From an optimization exercise on the open Yosys and OpenROAD flow, aimed at small area and a short achievable clock period; shortcuts taken in it are not production practice. Where RTL was checked, it was by simulation tests only, not by an equivalence proof against the original. No activity file was given, so power comes from the tool's default toggle rates.

## CPU
module CPU(input clk,rst,
           output [11:0] imem_addr, input [18:0] imem_data,
           output [7:0] dmem_addr, dmem_wdata, output dmem_we, dmem_re, input [7:0] dmem_rdata);
Size in the first run: ~1200 cells after synthesis, ~180 flip-flops, about 59 I/O pins, about 0.010 mm^2 of cells after synthesis.
==> flow/config.mk <==
export PLATFORM = sky130hd
export DESIGN_NAME = CPU
export DESIGN_NICKNAME = CPU
export VERILOG_FILES = /design/flow/design.v
export SDC_FILE = /design/flow/constraint.sdc
export NUM_CORES = 4
export LEC_CHECK = 0
export CAP_MARGIN = 5
export CORE_MARGIN = 2
export CORE_UTILIZATION = 60
export CTS_BUF_LIST = sky130_fd_sc_hd__clkbuf_8
export SETUP_SLACK_MARGIN = 2.6
export SLEW_MARGIN = 5
==> flow/constraint.sdc <==
create_clock -name core_clock -period 7.5 [get_ports {clk}]
set_input_delay 1.5000 -clock core_clock [delete_from_list [all_inputs] [get_ports {clk}]]
set_output_delay 1.5000 -clock core_clock [all_outputs]
set_load 0.01 [all_outputs]
standard.sh (not shown) runs the stock make flow with config.mk's settings and CLKGATE_MAP_FILE= SYNTH_SCRIPT=/design/flow/synth_recipe.tcl, a recipe that flattens the netlist after the stock synthesis.
==> flow/flow/run.sh <==
#!/bin/bash
# Own layout flow: the standard ORFS flow with changes to synthesis (no
# full/half-adder extraction; abc maps the top module for area and the
# modules in KEEP for speed) and plain buffers on the ports. Each step's
# output goes to a log of its own in this folder.
set -euo pipefail
HERE=$(pwd)
FL=$HERE/flow
KEEP=$(cat "$FL/keep_modules.txt")

# synthesis script: the standard flow's, sourcing ORFS's synth.tcl with the abc call
# replaced by flow/abc_step.tcl
sed "s#@FL@#$FL#g" "$FL/abc_step.tcl" > "$HERE/own_abc_step.tcl"
sed "s#log_cmd abc {\\*}\$abc_args#source $HERE/own_abc_step.tcl#" \
  "$FLOW_HOME/scripts/synth.tcl" > "$HERE/own_synth_core.tcl"
grep -q 'own_abc_step' "$HERE/own_synth_core.tcl"
sed "s#source \$::env(SCRIPTS_DIR)/synth.tcl#source $HERE/own_synth_core.tcl#" \
  "$HERE/synth_recipe.tcl" > "$HERE/own_synth.tcl"
grep -q own_synth_core "$HERE/own_synth.tcl"

bash standard.sh SYNTH_SCRIPT="$HERE/own_synth.tcl" ADDER_MAP_FILE= SYNTH_OPERATIONS_ARGS=" " \
  SYNTH_KEEP_MODULES="$KEEP" synth > "$HERE/synth.log" 2>&1

EXTRA=()
if [[ -f $FL/extra.mk ]]; then
  while read -r l; do [[ -n $l && $l != \#* ]] && EXTRA+=("$l"); done < "$FL/extra.mk"
fi
bash standard.sh "${EXTRA[@]}" finish > "$HERE/layout.log" 2>&1
==> flow/flow/abc_step.tcl <==
# abc mapping: the modules kept apart (SYNTH_KEEP_MODULES) for speed, the
# top module for area. @FL@ is replaced by the flow folder.
set own_rest [lrange $abc_args 2 end]
foreach own_m $::env(SYNTH_KEEP_MODULES) {
  log_cmd abc -script @FL@/fast.abc {*}$own_rest $own_m
}
log_cmd abc -script @FL@/synth.abc {*}$own_rest $::env(DESIGN_NAME)
==> flow/flow/extra.mk <==
# make variables for the layout steps, one per line
BUFFER_PORTS_ARGS=-buffer_cell sky130_fd_sc_hd__buf_1
CTS_ARGS=-sink_clustering_enable -repair_clock_nets -buf_list sky130_fd_sc_hd__clkbuf_8 -dont_use_dummy_load
==> flow/flow/fast.abc <==
strash
dch
map -D 700
topo
buffer -c
upsize -c -D 700
dnsize -c -D 700
==> flow/flow/keep_modules.txt <==
agu
==> flow/flow/synth.abc <==
strash
dch
map -D 3500
topo
buffer -c
upsize -c -D 3500
dnsize -c -D 3500
The starting point ran to the end with no violations.
Change:
==> flow/flow/fast.abc (replaced) <==
strash
dch
map -D 500
topo
buffer -c
upsize -c -D 500
dnsize -c -D 500
Settings changed: SETUP_SLACK_MARGIN 2.6 to 2.5.
Result:
- The changed run produced a clean layout
- worst setup slack gains 5.0 ps
- fmax is about the same
- final area falls by 2.3%
Change:
==> flow/flow/fast.abc (replaced) <==
strash
dch
map -D 700
topo
buffer -c
upsize -c -D 700
dnsize -c -D 700
Settings changed: GPL_TIMING_DRIVEN set to 0.
After rerunning: Wire length increases by 2.4%. Fmax decreases by 3.0%. Via count increases by 1.8%. Clock skew increases by 3.9 ps. Core utilization increases by 2.7 points. Global-route usage increases by 0.46 points.
Change:
Settings changed: GPL_TIMING_DRIVEN 0 to not set, PLACE_DENSITY set to 0.7.
Effect: The new run completed without violations. Critical path depth shrinks by 16. Global-route usage came out lower by 0.76 points. Routed wire length drops by 3.6%. Synthesized cell count does not change.
Change:
Settings changed: GPL_ROUTABILITY_DRIVEN set to 0, PLACE_DENSITY 0.7 to not set.
What happened: The new run completed without violations. Routed wire length goes up by 1.6%. Global-route usage is about the same. Worst hold slack loses 25 ps. Die area does not change.
Change:
Settings changed: CORE_ASPECT_RATIO set to 1.6, GPL_ROUTABILITY_DRIVEN 0 to not set.
What happened: Power came out higher by 1.1%. Die area barely changes. Wire length came out higher by 4.0%. Setup slack improves by 160 ps.

========
CPU again, from the RTL that the note above started with.
==> flow/config.mk <==
export PLATFORM = sky130hd
export DESIGN_NAME = CPU
export DESIGN_NICKNAME = CPU
export VERILOG_FILES = /design/flow/design.v
export SDC_FILE = /design/flow/constraint.sdc
export NUM_CORES = 4
export LEC_CHECK = 0
export CAP_MARGIN = 5
export CORE_MARGIN = 2
export CORE_UTILIZATION = 60
export CTS_BUF_LIST = sky130_fd_sc_hd__clkbuf_8
export CTS_CLUSTER_DIAMETER = 100
export CTS_CLUSTER_SIZE = 30
export SETUP_SLACK_MARGIN = 2.5
export SLEW_MARGIN = 5
==> flow/constraint.sdc <==
create_clock -name core_clock -period 7.5 [get_ports {clk}]
set_input_delay 1.5000 -clock core_clock [delete_from_list [all_inputs] [get_ports {clk}]]
set_output_delay 1.5000 -clock core_clock [all_outputs]
set_load 0.01 [all_outputs]
==> flow/flow/extra.mk <==
# make variables for the layout steps, one per line
BUFFER_PORTS_ARGS=-buffer_cell sky130_fd_sc_hd__buf_1
==> flow/flow/fast.abc <==
strash
dch
map -D 700
topo
buffer -c
upsize -c -D 700
dnsize -c -D 700
Scripts as last shown in full above: flow/flow/run.sh, flow/flow/abc_step.tcl, flow/flow/keep_modules.txt, flow/flow/synth.abc
The starting point finished clean.
Then changed:
==> flow/flow/extra.mk (replaced) <==
# make variables for the layout steps, one per line
BUFFER_PORTS_ARGS=-buffer_cell sky130_fd_sc_hd__buf_1
CTS_ARGS=-sink_clustering_enable -repair_clock_nets -buf_list sky130_fd_sc_hd__clkbuf_8 -dont_use_dummy_load
SKIP_GATE_CLONING=1
--- a/flow/config.mk
+++ b/flow/config.mk
@@ -11,4 +11,2 @@
 export CTS_BUF_LIST = sky130_fd_sc_hd__clkbuf_8
-export CTS_CLUSTER_DIAMETER = 100
-export CTS_CLUSTER_SIZE = 30
 export SETUP_SLACK_MARGIN = 2.5
Effect: Final cell count is lower by 1.2%; worst hold slack hardly moves; global-route usage came out lower by 0.12 points; via count drops by about 1.3%; routed wire length stays flat.

========
Another version of the RTL of CPU (not shown whole).
For scale: ~180 flip-flops, roughly 59 I/O pins.
Settings: LEC_CHECK=0, CAP_MARGIN=20, CORE_MARGIN=2, CORE_UTILIZATION=60, CTS_BUF_LIST=sky130_fd_sc_hd__clkbuf_8, SETUP_SLACK_MARGIN=2.5, SLEW_MARGIN=20; clock period 7.5 ns.
==> flow/flow/run.sh <==
#!/bin/bash
# Own layout flow: the standard ORFS flow, with two changes to synthesis
# (no full/half-adder extraction, and an area-oriented abc mapping) and
# plain buffers on the ports. Each step's output goes to a log of its own.
set -euo pipefail
HERE=$(pwd)
FL=$HERE/flow

# synthesis script: the standard flow's, sourcing ORFS's synth.tcl with the abc call
# switched to flow/synth.abc
sed "s#log_cmd abc {\\*}\$abc_args#log_cmd abc -script $FL/synth.abc {*}[lrange \$abc_args 2 end]#" \
  "$FLOW_HOME/scripts/synth.tcl" > "$HERE/own_synth_core.tcl"
grep -q 'synth.abc' "$HERE/own_synth_core.tcl"
sed "s#source \$::env(SCRIPTS_DIR)/synth.tcl#source $HERE/own_synth_core.tcl#" \
  "$HERE/synth_recipe.tcl" > "$HERE/own_synth.tcl"
grep -q own_synth_core "$HERE/own_synth.tcl"

bash standard.sh SYNTH_SCRIPT="$HERE/own_synth.tcl" ADDER_MAP_FILE= SYNTH_OPERATIONS_ARGS=" " synth > "$HERE/synth.log" 2>&1

EXTRA=()
if [[ -f $FL/extra.mk ]]; then
  while read -r l; do [[ -n $l && $l != \#* ]] && EXTRA+=("$l"); done < "$FL/extra.mk"
fi
bash standard.sh "${EXTRA[@]}" finish > "$HERE/layout.log" 2>&1
==> flow/flow/extra.mk <==
# make variables for the layout steps, one per line
BUFFER_PORTS_ARGS=-buffer_cell sky130_fd_sc_hd__buf_2
Scripts as last shown in full above: flow/flow/synth.abc
Rerun with:
==> flow/flow/run.sh (replaced) <==
#!/bin/bash
# Own layout flow: the standard ORFS flow with changes to synthesis (no
# full/half-adder extraction; abc maps the top module for area and the
# modules in KEEP for speed) and plain buffers on the ports. Each step's
# output goes to a log of its own in this folder.
set -euo pipefail
HERE=$(pwd)
FL=$HERE/flow
KEEP=$(cat "$FL/keep_modules.txt")

# synthesis script: the standard flow's, sourcing ORFS's synth.tcl with the abc call
# replaced by flow/abc_step.tcl
sed "s#@FL@#$FL#g" "$FL/abc_step.tcl" > "$HERE/own_abc_step.tcl"
sed "s#log_cmd abc {\\*}\$abc_args#source $HERE/own_abc_step.tcl#" \
  "$FLOW_HOME/scripts/synth.tcl" > "$HERE/own_synth_core.tcl"
grep -q 'own_abc_step' "$HERE/own_synth_core.tcl"
sed "s#source \$::env(SCRIPTS_DIR)/synth.tcl#source $HERE/own_synth_core.tcl#" \
  "$HERE/synth_recipe.tcl" > "$HERE/own_synth.tcl"
grep -q own_synth_core "$HERE/own_synth.tcl"

bash standard.sh SYNTH_SCRIPT="$HERE/own_synth.tcl" ADDER_MAP_FILE= SYNTH_OPERATIONS_ARGS=" " \
  SYNTH_KEEP_MODULES="$KEEP" synth > "$HERE/synth.log" 2>&1

EXTRA=()
if [[ -f $FL/extra.mk ]]; then
  while read -r l; do [[ -n $l && $l != \#* ]] && EXTRA+=("$l"); done < "$FL/extra.mk"
fi
bash standard.sh "${EXTRA[@]}" finish > "$HERE/layout.log" 2>&1
==> flow/flow/abc_step.tcl (new file) <==
# abc mapping: the modules kept apart (SYNTH_KEEP_MODULES) for speed, the
# top module for area. @FL@ is replaced by the flow folder.
set own_rest [lrange $abc_args 2 end]
foreach own_m $::env(SYNTH_KEEP_MODULES) {
  log_cmd abc -script @FL@/fast.abc {*}$own_rest $own_m
}
log_cmd abc -script @FL@/synth.abc {*}$own_rest $::env(DESIGN_NAME)
==> flow/flow/fast.abc (new file) <==
strash
dch
map -D 700
topo
buffer -c
upsize -c -D 700
dnsize -c -D 700
==> flow/flow/keep_modules.txt (new file) <==
agu
Outcome: Worst setup slack improved by 0.38 ns; final cell count is higher by 1.5%; final area is higher by about 5%; die area is higher by 1.7%; core utilization is higher by 1.4 points; total power is higher by 8.8%.
Rerun with:
==> flow/run.sh (new file) <==
#!/bin/bash
# synth_recipe.tcl (not shown) runs the flow's synth.tcl, then flattens the netlist and writes it again
# the make line also repeats each setting of config.mk as NAME=value (left out here)
make -C /OpenROAD-flow-scripts/flow DESIGN_CONFIG=/design/flow/config.mk WORK_HOME=/design/flow/orfs CLKGATE_MAP_FILE= SYNTH_SCRIPT=/design/flow/synth_recipe.tcl finish
SYNTH_HIERARCHICAL = 1   (was unset)
removed: flow/flow/run.sh
removed: flow/flow/abc_step.tcl
removed: flow/flow/extra.mk
removed: flow/flow/fast.abc
removed: flow/flow/keep_modules.txt
removed: flow/flow/synth.abc
removed: flow/standard.sh
The new run went through all stages and came out clean.
Die area climbs by about 8%.
Total power climbs by 7.1%.
Register-to-register slack gains 0.25 ns.
Final area climbs by 8.5%.
Hold slack loses 0.010 ns.
Routed wire length drops by 1.4%.
Setup slack loses 0.12 ns.
Clock skew hardly moves.
Combinational power climbs by about 13%.
Rerun with:
ABC_AREA = 1   (was unset)
SETUP_SLACK_MARGIN = 3.0   (was 2.5)
SYNTH_HIERARCHICAL = 0   (was 1)
Count of clock-buffer cells in the layout does not change.
Global-route usage rises by 3.3 points.
Setup slack improved by 0.10 ns.
Via count went up by about a fifth.
Combinational power is higher by a few percent.
No functional check of the RTL was part of any run of this note.

[separate check: timing with driven ports]
Ports are ideal in the flow. The routed layouts listed here were re-timed in OpenROAD. Step 1: set_driving_cell puts a clkbuf_16 on clk and a buf_2 on each other input, an assumption about the parent block. Step 2 also shifts input and output timing later by t, the mid clock arrival at the registers, as if the neighbouring blocks saw the same clock. a / b / c = ideal ports / drivers / drivers and shift; a / b = the first two.
run	shift t [ns]	setup slack, ns	worst hold slack (ns)	worst setup path after step 2	clock arrival spread, ns
the first run of note 1	0.487	2.544 / 2.505 / 2.116	0.512 / 0.512 / 0.512	input to register	0.035 / 0.035
the second run of note 1	0.477	2.549 / 2.519 / 2.160	0.502 / 0.502 / 0.502	input to register	0.030 / 0.030
the third run of note 1	0.495	2.398 / 2.373 / 1.878	0.504 / 0.504 / 0.504	input to register	0.033 / 0.033
the fourth run of note 1	0.495	2.599 / 2.549 / 2.237	0.512 / 0.512 / 0.512	input to register	0.036 / 0.037
the fifth run of note 1	0.488	2.327 / 2.305 / 2.231	0.488 / 0.488 / 0.488	input to register	0.039 / 0.040
the sixth run of note 1	0.491	2.489 / 2.428 / 2.133	0.501 / 0.501 / 0.501	input to register	0.060 / 0.060
the first run of note 2	0.503	2.589 / 2.523 / 2.189	0.514 / 0.514 / 0.514	input to register	0.020 / 0.020
the second run of note 2	0.495	2.599 / 2.549 / 2.237	0.512 / 0.512 / 0.512	input to register	0.036 / 0.037
the first run of note 3	0.508	1.988 / 1.894 / 1.894	0.531 / 0.531 / 0.531	input to output	0.024 / 0.023
the second run of note 3	0.514	2.368 / 2.291 / 2.016	0.529 / 0.529 / 0.529	input to register	0.022 / 0.022
the third run of note 3	0.516	2.246 / 2.187 / 1.691	0.519 / 0.519 / 0.519	input to register	0.023 / 0.023
the fourth run of note 3	0.521	2.346 / 2.285 / 2.207	0.501 / 0.501 / 0.501	input to register	0.028 / 0.028
After both steps setup and hold are still met in every run listed. For the third run of note 3, which loses most, drivers alone change the setup slack by -0.059 ns; drivers and shift together by -0.555 ns.
